This is an optimization exercise on Yosys and OpenROAD, whose aim is small area, not a production implementation. RTL that was checked went through simulation tests only; none was proved equivalent to the original. No activity file was given, so power comes from the tool's default toggle rates.

==> run C <==
==> flow/design.v <==
module main(
	output [2:0] led,
	output [3:0] AN_out,
	output [6:0] CN_out,
	input clk, rst, clear, enter, change,
	input [3:0] switch
);
	reg [5:0] d;
	wire slow = (d == 6'd29);
	wire fast = (d[1:0] == 2'b11);
	always @(posedge clk or posedge rst)
		if (rst) d <= 6'd62;
		else d <= d + 1'b1;
	reg e0, e1, e2, E;
	reg [1:0] q0, q1, q2, qp;      
	always @(posedge clk or posedge rst)
		if (rst) begin e0 <= 0; e1 <= 0; e2 <= 0; E <= 0; end
		else if (slow) begin e0 <= enter; e1 <= e0; e2 <= e1; E <= e1 & ~e2; end
	always @(posedge clk)
		if (slow) begin q0 <= {change, clear}; q1 <= q0; q2 <= q1; qp <= q1 & ~q2; end
	wire C = qp[0], G = qp[1];
	localparam [3:0] S_I = 4'd0, S_L = 4'd1, S_AL = 4'd2, S_AU = 4'd3,
	                 S_EL = 4'd4, S_EU = 4'd5, S_EL4 = 4'd6, S_EU4 = 4'd7,
	                 S_U = 4'd8, S_CP = 4'd9, S_CP4 = 4'd10, S_CP5 = 4'd11,
	                 S_LO = 4'd12, S_BD = 4'd13;
	localparam [3:0] M_CL0 = 4'b0000, M_CL2 = 4'b0001, M_CL6 = 4'b0010, M_CL7 = 4'b0011,
	                 M_OPEN = 4'b1100, M_US = 4'b1101, M_LO = 4'b1110, M_BD = 4'b1111;
	reg [3:0] state;
	reg [1:0] cnt;
	reg [4:0] th;
	reg tb;
	reg [3:0] tu;
	reg [3:0] mode;
	reg [15:0] passwd;
	reg [15:0] inp;
	wire swf = (switch == 4'hF);
	wire match = (passwd == inp);
	wire tu9  = tu[3] & tu[0];
	wire x511 = th[4] & th[3] & th[0] & tb & tu[0];
	wire t300 = (th == 5'd14) & tb & tu9;
	wire t360 = th[4] & th[0] & tb & tu9;         
	wire t321 = th[4] & ~th[3];                    
	wire t302 = (th == 5'd15) & ~tb & (tu == 4'd1);  
	wire t6   = tu[2] & tu[0];                     
	reg [4:0] nth; reg ntb; reg [3:0] ntu;   
	always @(*) begin
		nth = th; ntb = tb; ntu = tu + 1'b1;
		if (x511) begin nth = 5'd0; ntb = 1'b0; ntu = 4'd0; end
		else if (tu9) begin
			ntu = 4'd0; ntb = ~tb;
			if (tb) nth = th + 1'b1;
		end
	end
	reg [2:0] ledv;
	always @(*)
		case (mode[3:2])
			2'b00: ledv = {mode[1], mode[1] | mode[0], mode[1] & mode[0]};
			2'b01: ledv = 3'd2;
			2'b10: ledv = 3'd4;
			default: case (mode[1:0]) 2'b00: ledv = 3'd3; 2'b01: ledv = 3'd5; 2'b10: ledv = 3'd7; default: ledv = 3'd6; endcase
		endcase
	assign led = ledv;
	wire [3:0] cl_mode = (mode[3:2] == 2'b00) ? mode :
	                     (mode[3:2] == 2'b01) ? M_CL2 :
	                     mode[0] ? M_CL6 : M_CL7;
	localparam [9:0] XCLR = {5'd25, 1'b1, 4'd1};
	always @(posedge clk or posedge rst)
		if (rst) begin
			state <= S_I; cnt <= 2'd0;
			{th, tb, tu} <= XCLR;
			mode <= M_CL0;
		end else if (slow) begin
			case (state)
			S_I: begin
				mode <= cl_mode;
				if (t6) begin state <= S_BD; {th, tb, tu} <= XCLR; end
				else if (E && !swf) begin state <= S_AL; {th, tb, tu} <= XCLR; end
				else if (E) {th, tb, tu} <= {nth, ntb, ntu};
			end
			S_L: begin
				mode <= cl_mode;
				cnt <= 2'd0; {th, tb, tu} <= XCLR;
				if (E && !swf) state <= S_AL;
			end
			S_AL, S_AU: begin
				mode <= M_US;
				if (E) begin state <= state[0] ? S_CP : S_EL; {th, tb, tu} <= XCLR; end
				else begin {th, tb, tu} <= {nth, ntb, ntu}; if (t300) state <= S_LO; end
			end
			S_EL, S_EU: begin
				mode <= {2'b01, cnt};
				if (E && cnt == 2'd3) begin
					{th, tb, tu} <= XCLR;
					state <= t300 ? S_LO : {3'b011, state[0]};
				end else begin
					if (t300) state <= S_LO;
					if (C) begin cnt <= 2'd0; {th, tb, tu} <= XCLR; end
					else begin {th, tb, tu} <= {nth, ntb, ntu}; if (E) cnt <= cnt + 1'b1; end
				end
			end
			S_CP: begin
				mode <= {2'b10, cnt};
				if (t300) state <= S_LO;
				else if (E && cnt == 2'd3 && !C) state <= S_CP4;
				if (C) begin cnt <= 2'd0; {th, tb, tu} <= XCLR; end
				else begin {th, tb, tu} <= {nth, ntb, ntu}; if (E) cnt <= cnt + 1'b1; end
			end
			S_EL4, S_EU4: begin
				state <= (match ^ state[0]) ? S_U : S_L;
				if (C) {th, tb, tu} <= XCLR;
				else {th, tb, tu} <= {nth, ntb, ntu};
			end
			S_U: begin
				mode <= M_OPEN;
				cnt <= 2'd0; {th, tb, tu} <= {nth, ntb, ntu};
				if (E) state <= S_EU;
				else if (G) state <= S_AU;
				else if (t300) state <= S_LO;
			end
			S_CP4: begin
				if (t300) state <= S_LO;
				else if (E) state <= S_CP5;
				else if (C) state <= S_CP;
				if (E) ;
				else if (C) begin cnt <= 2'd0; {th, tb, tu} <= XCLR; end
				else {th, tb, tu} <= {nth, ntb, ntu};
			end
			S_CP5: begin
				state <= S_U;
				if (C) {th, tb, tu} <= XCLR;
				else {th, tb, tu} <= {nth, ntb, ntu};
			end
			S_LO: begin
				{th, tb, tu} <= {nth, ntb, ntu};
				if (t360) state <= S_L;
				if (t302) mode <= M_LO;
			end
			S_BD: begin
				{th, tb, tu} <= {nth, ntb, ntu};
				mode <= M_BD;
				if (t321) state <= S_L;
			end
			default: ;
			endcase
		end
	always @(posedge clk)
		if (slow) begin
			if (state == S_I) passwd <= 16'h0000;
			else if (state == S_BD) passwd <= 16'h3456;
			else if (state == S_CP4 && E) passwd <= inp;
		end
	wire wr = slow && (state == S_EL || state == S_EU || state == S_CP);
	always @(posedge clk) begin
		if (wr && cnt == 2'd0) inp[15:12] <= switch;
		if (wr && cnt == 2'd1) inp[11:8] <= switch;
		if (wr && cnt == 2'd2) inp[7:4] <= switch;
		if (wr && cnt == 2'd3) inp[3:0] <= switch;
	end
	localparam [4:0] G_L = 5'h10, G_P = 5'h11, G_N = 5'h12, G_V = 5'h13,
	                 G_DASH = 5'h14, G_US = 5'h15, G_BL = 5'h16;
	function [4:0] bdtext(input [4:0] i);
		case (i)
		5'd4, 5'd14, 5'd15: bdtext = 5'd1;
		5'd6: bdtext = G_L;
		5'd7: bdtext = 5'd0;
		5'd8: bdtext = G_V;
		5'd9, 5'd11: bdtext = 5'd14;
		5'd12: bdtext = 5'd12;
		5'd13: bdtext = 5'd3;
		default: bdtext = G_BL;
		endcase
	endfunction
	wire [1:0] j = ~(d[3:2] + 1'b1);    
	reg [3:0] dig;
	always @(*)
		case (j)
			2'd0: dig = inp[15:12];
			2'd1: dig = inp[11:8];
			2'd2: dig = inp[7:4];
			default: dig = inp[3:0];
		endcase
	wire [1:0] k = mode[1:0];
	reg [4:0] glyph;
	always @(*)
		case (mode[3:2])
		2'b00:  
			case (j) 2'd0: glyph = 5'd12; 2'd1: glyph = G_L; 2'd2: glyph = 5'd5; default: glyph = 5'd13; endcase
		2'b01:  
			if (j < k) glyph = G_DASH;
			else if (j == k) glyph = {1'b0, dig};
			else glyph = G_US;
		2'b10:  
			if (j > k) glyph = G_US;
			else if (k == 2'd1 && j == 2'd0) glyph = {2'b00, inp[15:13]};
			else if (k == 2'd1 && j == 2'd1) glyph = {inp[12], inp[11:9], inp[8] & ~&inp[12:9]};
			else glyph = {1'b0, dig};
		default:
			case (mode[1:0])
			2'b00: case (j) 2'd0: glyph = 5'd0; 2'd1: glyph = G_P; 2'd2: glyph = 5'd14; default: glyph = G_N; endcase
			2'b01: glyph = G_US;
			2'b10:  
				if (tb || th == 5'd18) glyph = G_BL;
				else case (j) 2'd0: glyph = G_BL; 2'd1: glyph = 5'd0; 2'd2: glyph = G_V; default: glyph = 5'd7; endcase
			default: glyph = bdtext({1'b0, th[3:0]} + {3'b0, j});
			endcase
		endcase
	reg [4:0] ch;
	always @(posedge clk or posedge rst)
		if (rst) ch <= 5'b11111;    
		else if (fast) ch <= glyph;
	wire st = ~&ch;
	assign AN_out = st ? ~(4'b0001 << d[3:2]) : 4'b1111;
	reg [6:0] seg;
	always @(*)
		if (!ch[4]) case (ch[3:0])
			4'h0: seg = 7'b0000001;
			4'h1: seg = 7'b1001111;
			4'h2: seg = 7'b0010010;
			4'h3: seg = 7'b0000110;
			4'h4: seg = 7'b1001100;
			4'h5: seg = 7'b0100100;
			4'h6: seg = 7'b0100000;
			4'h7: seg = 7'b0001111;
			4'h8: seg = 7'b0000000;
			4'h9: seg = 7'b0000100;
			4'hA: seg = 7'b0001000;
			4'hB: seg = 7'b1100000;
			4'hC: seg = 7'b0110001;
			4'hD: seg = 7'b1000010;
			4'hE: seg = 7'b0110000;
			default: seg = 7'b0111000;
		endcase
		else if (ch[3]) seg = 7'b1111111;
		else case (ch[2:0])
			3'd0: seg = 7'b1110001;
			3'd1: seg = 7'b0011000;
			3'd2: seg = 7'b1101010;
			3'd3: seg = 7'b1000001;
			3'd4: seg = 7'b1111110;
			3'd5: seg = 7'b1110111;
			default: seg = 7'b1111111;
		endcase
	assign CN_out = seg;
endmodule
==> flow/flow/run.sh <==
#!/bin/bash
# Own layout flow: the standard flow (standard.sh) with these changes:
# - synthesis: no half/full-adder cell extraction (ADDER_MAP_FILE empty) and a
#   stronger area-oriented ABC script (flow/abc_area.script, used through a
#   copy of the ORFS scripts folder); registers and their names are unchanged;
# - ports are buffered with the smallest buffer cell;
# - clock tree: small buffers and no dummy loads.
set -euo pipefail
W=$(pwd)
rm -rf "$W/xscripts"
cp -r "$FLOW_HOME/scripts" "$W/xscripts"
cp "$W/flow/abc_area.script" "$W/xscripts/abc_area.script"
CTS="-sink_clustering_enable -repair_clock_nets -dont_use_dummy_load -buf_list sky130_fd_sc_hd__clkbuf_8"
bash "$W/standard.sh" SCRIPTS_DIR="$W/xscripts" ADDER_MAP_FILE= ABC_AREA=1 \
	BUFFER_PORTS_ARGS="-buffer_cell sky130_fd_sc_hd__buf_1" \
	CTS_ARGS="$CTS" finish > "$W/make_flow.log" 2>&1
==> flow/flow/abc_area.script <==
strash
&get -n
&fraig -x
&put
dc2
strash
&get -n
&deepsyn -T 120
&put
strash
&get -n
&dch -f
&nf -R 1000
&put
mfs2
strash
&get -n
&dch -f
&nf -R 1000
&put
mfs2
strash
&get -n
&dch -f
&nf -R 1000
&put
==> flow/standard.sh <==
#!/bin/bash
# synth_recipe.tcl (not shown) runs the flow's synth.tcl, then flattens the netlist and writes it again
# the make line also repeats each setting of config.mk as NAME=value (left out here)
make -C /OpenROAD-flow-scripts/flow DESIGN_CONFIG=/design/flow/config.mk WORK_HOME=/design/flow/orfs CLKGATE_MAP_FILE= SYNTH_SCRIPT=/design/flow/synth_recipe.tcl "${@:-finish}"
==> flow/config.mk <==
export PLATFORM = sky130hd
export DESIGN_NAME = main
export DESIGN_NICKNAME = main
export VERILOG_FILES = /design/flow/design.v
export SDC_FILE = /design/flow/constraint.sdc
export NUM_CORES = 4
export LEC_CHECK = 0
export ABC_AREA = 1
export CAP_MARGIN = 0
export CORE_MARGIN = 2
export CORE_UTILIZATION = 60
export GPL_TIMING_DRIVEN = 0
export PLACE_DENSITY = 0.75
export SLEW_MARGIN = 0
==> flow/constraint.sdc <==
create_clock -name core_clock -period 6.0 [get_ports {clk}]
set_input_delay 1.2000 -clock core_clock [delete_from_list [all_inputs] [get_ports {clk}]]
set_output_delay 1.2000 -clock core_clock [all_outputs]
set_load 0.01 [all_outputs]
==> run M: changes against run C <==
==> flow/design.v, changed modules only <==
module main(
	output [2:0] led,
	output [3:0] AN_out,
	output [6:0] CN_out,
	input clk, rst, clear, enter, change,
	input [3:0] switch
);
	reg [5:0] d;
	reg st;                        
	wire slow = (d == 6'd29);
	wire fast = (d[1:0] == 2'b11);
	always @(posedge clk or posedge rst)
		if (rst) begin d <= 6'd62; st <= 1'b0; end
		else begin d <= d + 1'b1; if (fast) st <= 1'b1; end
	reg e0, e1, e2, E;
	reg [1:0] q0, q1, q2, qp;      
	always @(posedge clk or posedge rst)
		if (rst) begin e0 <= 0; e1 <= 0; e2 <= 0; E <= 0; end
		else if (slow) begin e0 <= enter; e1 <= e0; e2 <= e1; E <= e1 & ~e2; end
	always @(posedge clk)
		if (slow) begin q0 <= {change, clear}; q1 <= q0; q2 <= q1; qp <= q1 & ~q2; end
	wire C = qp[0], G = qp[1];
	localparam [2:0] S_I = 3'd0, S_L = 3'd1, S_EP = 3'd2, S_U = 3'd3,
	                 S_CP = 3'd4, S_A = 3'd5, S_BD = 3'd6, S_LO = 3'd7;
	localparam [3:0] M_CL0 = 4'b0000, M_CL2 = 4'b0001, M_CL6 = 4'b0010, M_CL7 = 4'b0011,
	                 M_OPEN = 4'b1100, M_US = 4'b1101, M_LO = 4'b1110, M_BD = 4'b1111;
	reg [2:0] state;
	reg lf;
	reg [2:0] cnt;
	reg [4:0] th;
	reg tb;
	reg [3:0] tu;
	reg [3:0] mode;
	reg [15:0] passwd;
	reg [15:0] inp;
	wire swf = (switch == 4'hF);
	wire match = (passwd == inp);
	wire x511 = (th == 5'd25) && tb && (tu == 4'd1);
	wire t300 = (th == 5'd14) && tb && (tu == 4'd9);
	wire t360 = (th == 5'd17) && tb && (tu == 4'd9);
	wire t321 = (th == 5'd16) && !tb && (tu == 4'd0);
	wire t302 = (th == 5'd15) && !tb && (tu == 4'd1);
	wire t6   = (th == 5'd0) && !tb && (tu == 4'd5);
	reg [4:0] nth; reg ntb; reg [3:0] ntu;   
	always @(*) begin
		nth = th; ntb = tb; ntu = tu + 1'b1;
		if (x511) begin nth = 5'd0; ntb = 1'b0; ntu = 4'd0; end
		else if (tu == 4'd9) begin
			ntu = 4'd0; ntb = ~tb;
			if (tb) nth = th + 1'b1;
		end
	end
	reg [2:0] ledv;
	always @(*)
		case (mode[3:2])
			2'b00: ledv = {mode[1], mode[1] | mode[0], mode[1] & mode[0]};
			2'b01: ledv = 3'd2;
			2'b10: ledv = 3'd4;
			default: case (mode[1:0]) 2'b00: ledv = 3'd3; 2'b01: ledv = 3'd5; 2'b10: ledv = 3'd7; default: ledv = 3'd6; endcase
		endcase
	assign led = ledv;
	wire [3:0] cl_mode = (mode[3:2] == 2'b00) ? mode :
	                     (mode[3:2] == 2'b01) ? M_CL2 :
	                     mode[0] ? M_CL6 : M_CL7;
	always @(posedge clk or posedge rst)
		if (rst) begin
			state <= S_I; lf <= 1'b1; cnt <= 3'd0;
			th <= 5'd25; tb <= 1'b1; tu <= 4'd1;
			mode <= M_CL0;
		end else if (slow) begin
			case (state)
			S_I: begin
				mode <= cl_mode;
				if (t6) begin state <= S_BD; {th, tb, tu} <= {5'd25, 1'b1, 4'd1}; end
				else if (E && !swf) begin state <= S_A; {th, tb, tu} <= {5'd25, 1'b1, 4'd1}; end
				else if (E) {th, tb, tu} <= {nth, ntb, ntu};
			end
			S_L: begin
				mode <= cl_mode;
				lf <= 1'b1; cnt <= 3'd0; {th, tb, tu} <= {5'd25, 1'b1, 4'd1};
				if (E && !swf) state <= S_A;
			end
			S_A: begin
				mode <= M_US;
				if (E) begin state <= lf ? S_EP : S_CP; {th, tb, tu} <= {5'd25, 1'b1, 4'd1}; end
				else begin {th, tb, tu} <= {nth, ntb, ntu}; if (t300) state <= S_LO; end
			end
			S_EP: begin
				if (cnt == 3'd4) state <= (match == lf) ? S_U : S_L;
				else if (t300) state <= S_LO;
				if (cnt[2] == 1'b0) mode <= {2'b01, cnt[1:0]};
				if (E && cnt == 3'd3) begin cnt <= 3'd4; {th, tb, tu} <= {5'd25, 1'b1, 4'd1}; end
				else if (C) begin cnt <= 3'd0; {th, tb, tu} <= {5'd25, 1'b1, 4'd1}; end
				else begin {th, tb, tu} <= {nth, ntb, ntu}; if (E && !cnt[2]) cnt <= cnt + 1'b1; end
			end
			S_U: begin
				mode <= M_OPEN;
				cnt <= 3'd0; lf <= 1'b0; {th, tb, tu} <= {nth, ntb, ntu};
				if (E) state <= S_EP;
				else if (G) state <= S_A;
				else if (t300) state <= S_LO;
			end
			S_CP: begin
				if (cnt == 3'd5) state <= S_U;
				else if (t300) state <= S_LO;
				if (cnt[2] == 1'b0) mode <= {2'b10, cnt[1:0]};
				if (E && cnt == 3'd4) cnt <= 3'd5;
				else if (C) begin cnt <= 3'd0; {th, tb, tu} <= {5'd25, 1'b1, 4'd1}; end
				else begin {th, tb, tu} <= {nth, ntb, ntu}; if (E && !cnt[2]) cnt <= cnt + 1'b1; end
			end
			S_LO: begin
				{th, tb, tu} <= {nth, ntb, ntu};
				if (t360) state <= S_L;
				if (t302) mode <= M_LO;
			end
			S_BD: begin
				{th, tb, tu} <= {nth, ntb, ntu};
				mode <= M_BD;
				if (t321) state <= S_L;
			end
			endcase
		end
	always @(posedge clk)
		if (slow) begin
			if (state == S_I) passwd <= 16'h0000;
			else if (state == S_BD) passwd <= 16'h3456;
			else if (state == S_CP && E && cnt == 3'd4) passwd <= inp;
		end
	wire wr = slow && (state == S_EP || state == S_CP) && !cnt[2];
	always @(posedge clk) begin
		if (wr && cnt[1:0] == 2'd0) inp[15:12] <= switch;
		if (wr && cnt[1:0] == 2'd1) inp[11:8] <= switch;
		if (wr && cnt[1:0] == 2'd2) inp[7:4] <= switch;
		if (wr && cnt[1:0] == 2'd3) inp[3:0] <= switch;
	end
	localparam [4:0] G_L = 5'h10, G_P = 5'h11, G_N = 5'h12, G_V = 5'h13,
	                 G_DASH = 5'h14, G_US = 5'h15, G_BL = 5'h16;
	function [4:0] bdtext(input [4:0] i);
		case (i)
		5'd4, 5'd14, 5'd15: bdtext = 5'd1;
		5'd6: bdtext = G_L;
		5'd7: bdtext = 5'd0;
		5'd8: bdtext = G_V;
		5'd9, 5'd11: bdtext = 5'd14;
		5'd12: bdtext = 5'd12;
		5'd13: bdtext = 5'd3;
		default: bdtext = G_BL;
		endcase
	endfunction
	wire [1:0] j = ~(d[3:2] + 1'b1);    
	reg [3:0] dig;
	always @(*)
		case (j)
			2'd0: dig = inp[15:12];
			2'd1: dig = inp[11:8];
			2'd2: dig = inp[7:4];
			default: dig = inp[3:0];
		endcase
	wire [1:0] k = mode[1:0];
	reg [4:0] glyph;
	always @(*)
		case (mode[3:2])
		2'b00:  
			case (j) 2'd0: glyph = 5'd12; 2'd1: glyph = G_L; 2'd2: glyph = 5'd5; default: glyph = 5'd13; endcase
		2'b01:  
			if (j < k) glyph = G_DASH;
			else if (j == k) glyph = {1'b0, dig};
			else glyph = G_US;
		2'b10:  
			if (j > k) glyph = G_US;
			else if (k == 2'd1 && j == 2'd0) glyph = {2'b00, inp[15:13]};
			else if (k == 2'd1 && j == 2'd1) glyph = {inp[12], inp[11:8]};
			else glyph = {1'b0, dig};
		default:
			case (mode[1:0])
			2'b00: case (j) 2'd0: glyph = 5'd0; 2'd1: glyph = G_P; 2'd2: glyph = 5'd14; default: glyph = G_N; endcase
			2'b01: glyph = G_US;
			2'b10:  
				if (tb || th == 5'd18) glyph = G_BL;
				else case (j) 2'd0: glyph = G_BL; 2'd1: glyph = 5'd0; 2'd2: glyph = G_V; default: glyph = 5'd7; endcase
			default: glyph = bdtext({1'b0, th[3:0]} + {3'b0, j});
			endcase
		endcase
	reg [4:0] ch;
	always @(posedge clk or posedge rst)
		if (rst) ch <= G_BL;
		else if (fast) ch <= glyph;
	assign AN_out = st ? ~(4'b0001 << d[3:2]) : 4'b1111;
	reg [6:0] seg;
	always @(*)
		if (!ch[4]) case (ch[3:0])
			4'h0: seg = 7'b0000001;
			4'h1: seg = 7'b1001111;
			4'h2: seg = 7'b0010010;
			4'h3: seg = 7'b0000110;
			4'h4: seg = 7'b1001100;
			4'h5: seg = 7'b0100100;
			4'h6: seg = 7'b0100000;
			4'h7: seg = 7'b0001111;
			4'h8: seg = 7'b0000000;
			4'h9: seg = 7'b0000100;
			4'hA: seg = 7'b0001000;
			4'hB: seg = 7'b1100000;
			4'hC: seg = 7'b0110001;
			4'hD: seg = 7'b1000010;
			4'hE: seg = 7'b0110000;
			default: seg = 7'b0111000;
		endcase
		else if (ch[3]) seg = 7'b1111111;
		else case (ch[2:0])
			3'd0: seg = 7'b1110001;
			3'd1: seg = 7'b0011000;
			3'd2: seg = 7'b1101010;
			3'd3: seg = 7'b1000001;
			3'd4: seg = 7'b1111110;
			3'd5: seg = 7'b1110111;
			default: seg = 7'b1111111;
		endcase
	assign CN_out = seg;
endmodule
==> flow/flow/abc_area.script (replaced) <==
strash
&get -n
&fraig -x
&put
dc2
strash
&get -n
&deepsyn -T 60
&put
strash
&get -n
&dch -f
&nf -R 1000
&put
mfs2
strash
&get -n
&dch -f
&nf -R 1000
&put
--- a/flow/config.mk
+++ b/flow/config.mk
@@ -8,7 +8,6 @@
 export ABC_AREA = 1
-export CAP_MARGIN = 0
+export CAP_MARGIN = 20
 export CORE_MARGIN = 2
 export CORE_UTILIZATION = 60
-export GPL_TIMING_DRIVEN = 0
 export PLACE_DENSITY = 0.75
-export SLEW_MARGIN = 0
+export SLEW_MARGIN = 20
==> run summary <==
The flow ran to the end and the layout has no timing, DRC or antenna violations. The number of well taps is 80. By area, the combinational part of the netlist is dominated by compound AO/OA/AOI/OAI gates. The synthesized area is 4190 um^2.

Of the cells placed in the final design, the portion with a size suffix greater than 1 is 5.12%. Clock latency on the worst-skew pair, taken at its later pin, is 0.34 ns. For the combinational group, total power comes out at 9.18 uW. The kind of cell with the highest combined delay along the critical path is compound AO/OA/AOI/OAI gates. The all-layer global routing usage is 27.5%. The half-perimeter wire length of the detailed placement result is 7110 um. The post-route non-filler standard cell count came out at 568. The net switching power is 166 uW. After synthesis, the share of cell area in mux cells is 0%.

For this design the static power due to leakage is 0.00155 uW. Ranked by total cell area, the synthesized netlist is headed by sky130_fd_sc_hd__edfxtp_1 (29%), sky130_fd_sc_hd__dfrtp_1 (14%), sky130_fd_sc_hd__dfstp_2 (8.8%). Power attributed to the clock group is 292 uW. The placement-stage cell area came out at 4390 um^2.
-- figures above: run M

==> run summary <==
The number of well taps is 96. The cell family contributing the most delay on the critical path is simple AND/OR/NAND/NOR gates. In the post-synthesis netlist, the biggest area contributors are sky130_fd_sc_hd__edfxtp_1 (29%), sky130_fd_sc_hd__dfrtp_1 (12%), sky130_fd_sc_hd__dfstp_2 (9.4%).

The all-layer global routing usage is 26.8%. Detailed placement ended at an HPWL of 6840 um. The post-route non-filler standard cell count is 593. After synthesis, the largest family of logic cells by area is simple AND/OR/NAND/NOR gates. Power attributed to combinational cells is between 8 and 9 uW.

The flow ran to the end and the layout has no timing, DRC or antenna violations. The fraction of layout cells with a size suffix above 1 is between 5 and 6%. The share of synthesized area spent on multiplexers came out at 0.268%.
-- figures above: run C

No functional check of the RTL was part of run C.

port drivers added, routing unchanged:
No port has a modelled driver above. Below, the same layouts with a new extraction and two added sets of constraints. Step 1, drivers: a clkbuf_16 drives clk and a buf_2 each remaining input, both assumed. Step 2 adds t to the input delays and takes it off the output delays; t is the mean of the earliest and latest rising clock arrival at the registers after step 1. Input paths then give back, and output paths get back, about the clock's delay inside the block. Three values: ideal, step 1, step 2; two values: the first two.
run | t, ns | setup WS [ns] | clock arrival spread, ns
run C | 0.378 | 1.966 / 1.936 / 2.033 | 0.026 / 0.026
run M | 0.359 | 2.613 / 2.583 / 2.929 | 0.019 / 0.019
After both steps every run listed still meets setup and hold.
